This design comes from an exercise in tuning for small area on the open sky130 flow, not from production work.
Function was checked by simulation only, so behaviour that the tests miss may differ from the original.
Power figures rest on the tool's default switching activity, not on a simulated workload. No driver is modelled on the clock port, so clocking that relies on it looks cheaper here than on a real chip.

== JK ==
==> flow/design.v <==
module pkt_data_shift (
    input   logic           clk,
    input   logic           rst,
    input   logic           in_pkt_sop,
    input   logic           in_pkt_eop,
    input   logic           in_pkt_valid,
    input   logic [511:0]   in_pkt_data,
    input   logic [5:0]     in_pkt_empty,
    output  logic           in_pkt_ready,
    input   logic [251:0]   in_meta_data,
    input   logic           in_meta_valid,
    output  logic           in_meta_ready,
    output  logic           out_pkt_sop,
    output  logic           out_pkt_eop,
    output  logic           out_pkt_valid,
    output  logic [511:0]   out_pkt_data,
    output  logic [5:0]     out_pkt_empty,
    input   logic           out_pkt_ready,
    input   logic           out_pkt_almost_full,
    output  logic [251:0]   out_meta_data,
    output  logic           out_meta_valid,
    input   logic           out_meta_ready,
    input   logic           out_meta_almost_full
);
localparam PROT_UDP = 8'h11;
logic busy, pend, udp, first;
logic g;                         
logic idle;
assign idle = !busy & !pend;
logic [5:0]     e_r;             
logic [175:0]   tl;              
logic           tmp_sop, tmp_eop, tmp_valid;
logic [5:0]     tmp_empty;
logic [511:0]   tmp_data;
logic proceed, acc, prot_udp, u, fit;
assign proceed  = in_meta_valid & !out_meta_almost_full & !out_pkt_almost_full;
assign in_pkt_ready  = busy | proceed;
assign in_meta_ready = in_pkt_sop & in_pkt_valid & in_pkt_ready;
assign acc      = !busy & proceed & in_pkt_valid & in_pkt_sop;
assign prot_udp = in_meta_data[251:244] == PROT_UDP;
assign u        = busy ? udp : prot_udp;
logic [175:0] tn;
genvar gj;
generate
    for (gj = 0; gj < 22; gj++) begin : g_tn
        if (gj < 7) begin : g_m
            pkt_data_shift_sel3 s [7:0] (
                .a(in_pkt_data[511-8*(42+gj) -: 8]), .na(!u),
                .b(in_pkt_data[511-8*(47+gj) -: 8]), .nb(u | !busy),
                .c(in_meta_data[55-8*gj -: 8]),      .nc(u | busy),
                .o(tn[175-8*gj -: 8]));
        end else if (gj < 17) begin : g_s
            pkt_data_shift_sel2 s [7:0] (
                .a(in_pkt_data[511-8*(42+gj) -: 8]), .na(!u),
                .b(in_pkt_data[511-8*(47+gj) -: 8]), .nb(u),
                .o(tn[175-8*gj -: 8]));
        end else begin : g_u
            assign tn[175-8*gj -: 8] = in_pkt_data[511-8*(42+gj) -: 8];
        end
    end
endgenerate
logic [5:0] e_src, n_empty;
logic       n_eop;
assign e_src   = pend ? e_r : in_pkt_empty;
assign n_empty = e_src + ((idle ? prot_udp : udp) ? 6'd42 : 6'd47);
assign fit     = ({1'b0, in_pkt_empty} + (udp ? 7'd42 : 7'd47)) >= 7'd64;
assign n_eop   = !busy | (in_pkt_eop & fit);
logic [63:0] kill;
always_comb begin
    for (int j = 0; j < 64; j++)
        kill[j] = n_eop & ({1'b0, n_empty} + 7'(j) >= 7'd64);
end
logic [63:0] ns_a, ns_b, ns_c, ns_d;
logic        sel_c;
assign sel_c = busy & !udp;
always_comb begin
    for (int j = 0; j < 64; j++) begin
        if (j < 22) begin
            ns_a[j] = !idle | kill[j];                   
            ns_b[j] = idle | g | (j >= 17 && sel_c) | kill[j];   
            ns_c[j] = !g | (j >= 17 && sel_c) | kill[j];         
            ns_d[j] = !sel_c | kill[j];                          
        end else begin
            ns_a[j] = !udp | kill[j];                    
            ns_b[j] = udp | kill[j];                     
            ns_c[j] = 1'b1;
            ns_d[j] = 1'b1;
        end
    end
end
logic [511:0] n_data;
generate
    for (gj = 0; gj < 64; gj++) begin : g_nd
        if (gj < 17) begin : g_t
            pkt_data_shift_sel3 s [7:0] (
                .a(tn[175-8*gj -: 8]), .na(ns_a[gj]),
                .b(tl[175-8*gj -: 8]), .nb(ns_b[gj]),
                .c(tmp_data[511-8*gj -: 8]), .nc(ns_c[gj]),
                .o(n_data[511-8*gj -: 8]));
        end else if (gj < 22) begin : g_m
            pkt_data_shift_sel4 s [7:0] (
                .a(tn[175-8*gj -: 8]), .na(ns_a[gj]),
                .b(tl[175-8*gj -: 8]), .nb(ns_b[gj]),
                .c(tmp_data[511-8*gj -: 8]), .nc(ns_c[gj]),
                .d(in_pkt_data[511-8*(gj-17) -: 8]), .nd(ns_d[gj]),
                .o(n_data[511-8*gj -: 8]));
        end else begin : g_h
            pkt_data_shift_sel2 s [7:0] (
                .a(in_pkt_data[511-8*(gj-22) -: 8]), .na(ns_a[gj]),
                .b(in_pkt_data[511-8*(gj-17) -: 8]), .nb(ns_b[gj]),
                .o(n_data[511-8*gj -: 8]));
        end
    end
endgenerate
always_ff @(posedge clk) begin
    e_r <= in_pkt_empty;
    tl <= tn;
    g  <= busy & !in_pkt_valid;
    tmp_data  <= n_data;
    tmp_empty <= n_eop ? n_empty : 6'd0;
    tmp_eop   <= n_eop;
    tmp_sop   <= idle | first;
end
always_ff @(posedge clk) begin
    if (rst) begin
        busy      <= 1'b0;
        pend      <= 1'b0;
        tmp_valid <= 1'b0;
    end else begin
        if (busy) begin
            tmp_valid <= in_pkt_valid;
            if (in_pkt_valid & in_pkt_eop) begin
                busy <= 1'b0;
                pend <= !fit;
            end
        end else begin
            tmp_valid <= pend | (acc & in_pkt_eop);
            busy      <= acc & !in_pkt_eop;
            pend      <= acc & in_pkt_eop & pend;
        end
    end
end
always_ff @(posedge clk) begin
    if (acc) begin
        udp   <= prot_udp;
        first <= 1'b1;
    end else if (busy & in_pkt_valid) begin
        first <= 1'b0;
    end
end
always_ff @(posedge clk) begin
    out_pkt_valid <= tmp_valid;
    out_pkt_sop   <= tmp_sop;
    out_pkt_eop   <= tmp_eop;
    out_pkt_empty <= tmp_empty;
    out_pkt_data  <= tmp_data;
end
always_ff @(posedge clk) begin
    if (rst)
        out_meta_valid <= 1'b0;
    else
        out_meta_valid <= in_meta_valid & in_meta_ready;
    out_meta_data <= in_meta_data;
end
endmodule
module pkt_data_shift_sel2 (
    input  logic a, na, b, nb,
    output logic o
);
assign o = (a | na) & (b | nb);
endmodule
module pkt_data_shift_sel3 (
    input  logic a, na, b, nb, c, nc,
    output logic o
);
assign o = (a | na) & (b | nb) & (c | nc);
endmodule
module pkt_data_shift_sel4 (
    input  logic a, na, b, nb, c, nc, d, nd,
    output logic o
);
assign o = (a | na) & (b | nb) & (c | nc) & (d | nd);
endmodule
==> flow/config.mk <==
export PLATFORM = sky130hd
export DESIGN_NAME = pkt_data_shift
export DESIGN_NICKNAME = pkt_data_shift
export VERILOG_FILES = /design/flow/design.v
export SDC_FILE = /design/flow/constraint.sdc
export NUM_CORES = 4
export LEC_CHECK = 0
export CAP_MARGIN = 20
export CORE_AREA = 5 5 335 335
export DIE_AREA = 0 0 340 340
export GPL_TIMING_DRIVEN = 0
export SETUP_SLACK_MARGIN = 0.4
export SLEW_MARGIN = 20
export SYNTH_HIERARCHICAL = 1
export SYNTH_MINIMUM_KEEP_SIZE = 0
==> flow/constraint.sdc <==
create_clock -name core_clock -period 5.0 [get_ports {clk}]
set_input_delay 1.0000 -clock core_clock [delete_from_list [all_inputs] [get_ports {clk}]]
set_output_delay 1.0000 -clock core_clock [all_outputs]
set_load 0.01 [all_outputs]
standard.sh (not shown) runs the stock make flow with config.mk's settings and CLKGATE_MAP_FILE= SYNTH_SCRIPT=/design/flow/synth_recipe.tcl, a recipe that flattens the netlist after the stock synthesis.
==> flow/flow/run.sh <==
#!/bin/bash
# Standard ORFS layout (the standard.sh) with these changes:
#  * the port buffers are buf_1 cells instead of the resizer's default pick
#  * CTS without dummy loads, larger sink clusters
#  * pins may sit one routing track apart, so that the ports fit on a smaller die
# The full make output goes to standard.log; ORFS keeps per-step logs in orfs/logs.
set -uo pipefail
bash standard.sh \
  'BUFFER_PORTS_ARGS=-buffer_cell sky130_fd_sc_hd__buf_1' \
  'CTS_ARGS=-sink_clustering_enable -repair_clock_nets -dont_use_dummy_load -buf_list sky130_fd_sc_hd__clkbuf_16 -sink_clustering_size 26 -sink_clustering_max_diameter 100' \
  'PLACE_PINS_ARGS=-min_distance 1 -min_distance_in_tracks' \
  finish > standard.log 2>&1
JK finished end to end and its layout was clean on timing, DRC and antenna.
diff inputs: JK => MS
diff --git a/flow/flow/run.sh b/flow/flow/run.sh
--- a/flow/flow/run.sh
+++ b/flow/flow/run.sh
@@ -9,3 +9,3 @@
   'BUFFER_PORTS_ARGS=-buffer_cell sky130_fd_sc_hd__buf_1' \
-  'CTS_ARGS=-sink_clustering_enable -repair_clock_nets -dont_use_dummy_load -buf_list sky130_fd_sc_hd__clkbuf_16 -sink_clustering_size 26 -sink_clustering_max_diameter 100' \
+  'CTS_ARGS=-sink_clustering_enable -repair_clock_nets -dont_use_dummy_load -buf_list sky130_fd_sc_hd__clkbuf_16 -sink_clustering_size 30 -sink_clustering_max_diameter 100' \
   'PLACE_PINS_ARGS=-min_distance 1 -min_distance_in_tracks' \
--- outcome ---
Part of the total power dissipated in sequential elements was lower in JK than in MS.
Of MS and JK, the run reporting the higher total power was JK.
The number of standard cells in the final layout excluding fillers reported for MS is smaller than that of JK by 19.
Comparing JK against MS, there is no change at all in maximum number of pins on one net before global-route repair.
The run with more setup slack is MS; JK has less.
MS vs. JK: worst vdd rail ir drop moved down, endpoint arrival time on the critical path increased 0.02 ns, maximum frequency shows an increase of 0.82%.
| worst hold-check slack | JK vs MS | ≈ equal |
tmp_data[40] as the capture point of the worst path was reported by MS, and tmp_data[171] by JK.
Between MS and JK, it is MS whose logic depth of the worst register-to-register path is lower, by 2.
Area of all placed cells without fillers in MS is about 0.7% below JK.
Changes in AL relative to MS:
- a change of SETUP_SLACK_MARGIN from 0.4 to 0.2
diff --git a/flow/flow/run.sh b/flow/flow/run.sh
--- a/flow/flow/run.sh
+++ b/flow/flow/run.sh
@@ -9,3 +9,3 @@
   'BUFFER_PORTS_ARGS=-buffer_cell sky130_fd_sc_hd__buf_1' \
-  'CTS_ARGS=-sink_clustering_enable -repair_clock_nets -dont_use_dummy_load -buf_list sky130_fd_sc_hd__clkbuf_16 -sink_clustering_size 30 -sink_clustering_max_diameter 100' \
+  'CTS_ARGS=-sink_clustering_enable -repair_clock_nets -dont_use_dummy_load -buf_list sky130_fd_sc_hd__clkbuf_16 -sink_clustering_size 26 -sink_clustering_max_diameter 100' \
   'PLACE_PINS_ARGS=-min_distance 1 -min_distance_in_tracks' \
--- outcome ---
Higher count of clock-buffer cells in the layout was reported by AL, not MS. In terms of placed instance count, AL and MS differ only marginally. Across both runs, final cycle utilization of the critical path was higher for AL than for MS. Compare MS and AL | delay contributed by the slowest stage of the critical path higher: MS.

========
pkt_data_shift, a different RTL version from the one above (not shown whole).
For scale: roughly 2700 cells after synthesis, ~1500 flip-flops, roughly 1600 I/O pins.
export LEC_CHECK = 0
export CAP_MARGIN = 20
export CORE_AREA = 5 5 435 435
export DIE_AREA = 0 0 440 440
export SLEW_MARGIN = 20
export SYNTH_HIERARCHICAL = 1
export SYNTH_MINIMUM_KEEP_SIZE = 0
create_clock -name core_clock -period 5.0 [get_ports {clk}]
==> flow/flow/run.sh <==
#!/bin/bash
# Standard ORFS layout (the standard.sh) with two changes:
#  * the port buffers are buf_1 cells instead of the resizer's default pick
#  * CTS without dummy loads, larger sink clusters
# The full make output goes to standard.log; ORFS keeps per-step logs in orfs/logs.
set -uo pipefail
bash standard.sh \
  'BUFFER_PORTS_ARGS=-buffer_cell sky130_fd_sc_hd__buf_1' \
  'CTS_ARGS=-sink_clustering_enable -repair_clock_nets -dont_use_dummy_load -buf_list sky130_fd_sc_hd__clkbuf_16 -sink_clustering_size 26 -sink_clustering_max_diameter 100' \
  finish > standard.log 2>&1
The first run finished with timing, DRC and antenna clean.
Then changed:
==> flow/flow/run.sh (replaced) <==
#!/bin/bash
# Standard ORFS layout (the standard.sh) with two changes:
#  * the port buffers are buf_1 cells instead of the resizer's default pick
#  * CTS without dummy loads
# The full make output goes to standard.log; ORFS keeps per-step logs in orfs/logs.
set -uo pipefail
bash standard.sh \
  'BUFFER_PORTS_ARGS=-buffer_cell sky130_fd_sc_hd__buf_1' \
  'CTS_ARGS=-sink_clustering_enable -repair_clock_nets -dont_use_dummy_load' \
  finish > standard.log 2>&1
Outcome: Global-route usage went up by 0.29 points. Sequential share of layout area went down by 2.2 points. Register-to-register slack gets worse by 0.09 ns. Synthesized cell count does not change.

## port drivers added, routing unchanged
The results above use ideal ports. As a check the final layouts listed here were re-extracted and re-timed, cells and wires unchanged. Step 1, drivers: a clkbuf_16 drives clk and a buf_2 each remaining input, both assumed. Step 2 adds t to the input delays and takes it off the output delays; t is the mean of the earliest and latest rising clock arrival at the registers after step 1. Input paths then give back, and output paths get back, about the clock's delay inside the block. a / b / c = no drivers / after step 1 / after step 2; a / b = the first two.
| run | t (ns) | slack for setup (ns) | worst setup path at the end | pins driven straight from the clock port |
|---|---|---|---|---|
| JK | 0.711 | 0.481 / 0.522 / -0.189 | input to register | 1 |
| MS | 0.755 | 0.518 / 0.559 / -0.196 | input to register | 1 |
| AL | 0.710 | 0.190 / 0.239 / -0.471 | input to register | 1 |
| the first run of note 2 | 0.760 | 0.469 / 0.535 / -0.225 | input to register | 1 |
| the second run of note 2 | 0.867 | 0.532 / 0.595 / -0.273 | input to register | 1 |
With both steps, setup timing fails in every run listed, where it was met with ideal ports. The setup slack of the second run of note 2, which loses most, moves by +0.063 ns with the drivers and by -0.805 ns with both steps.
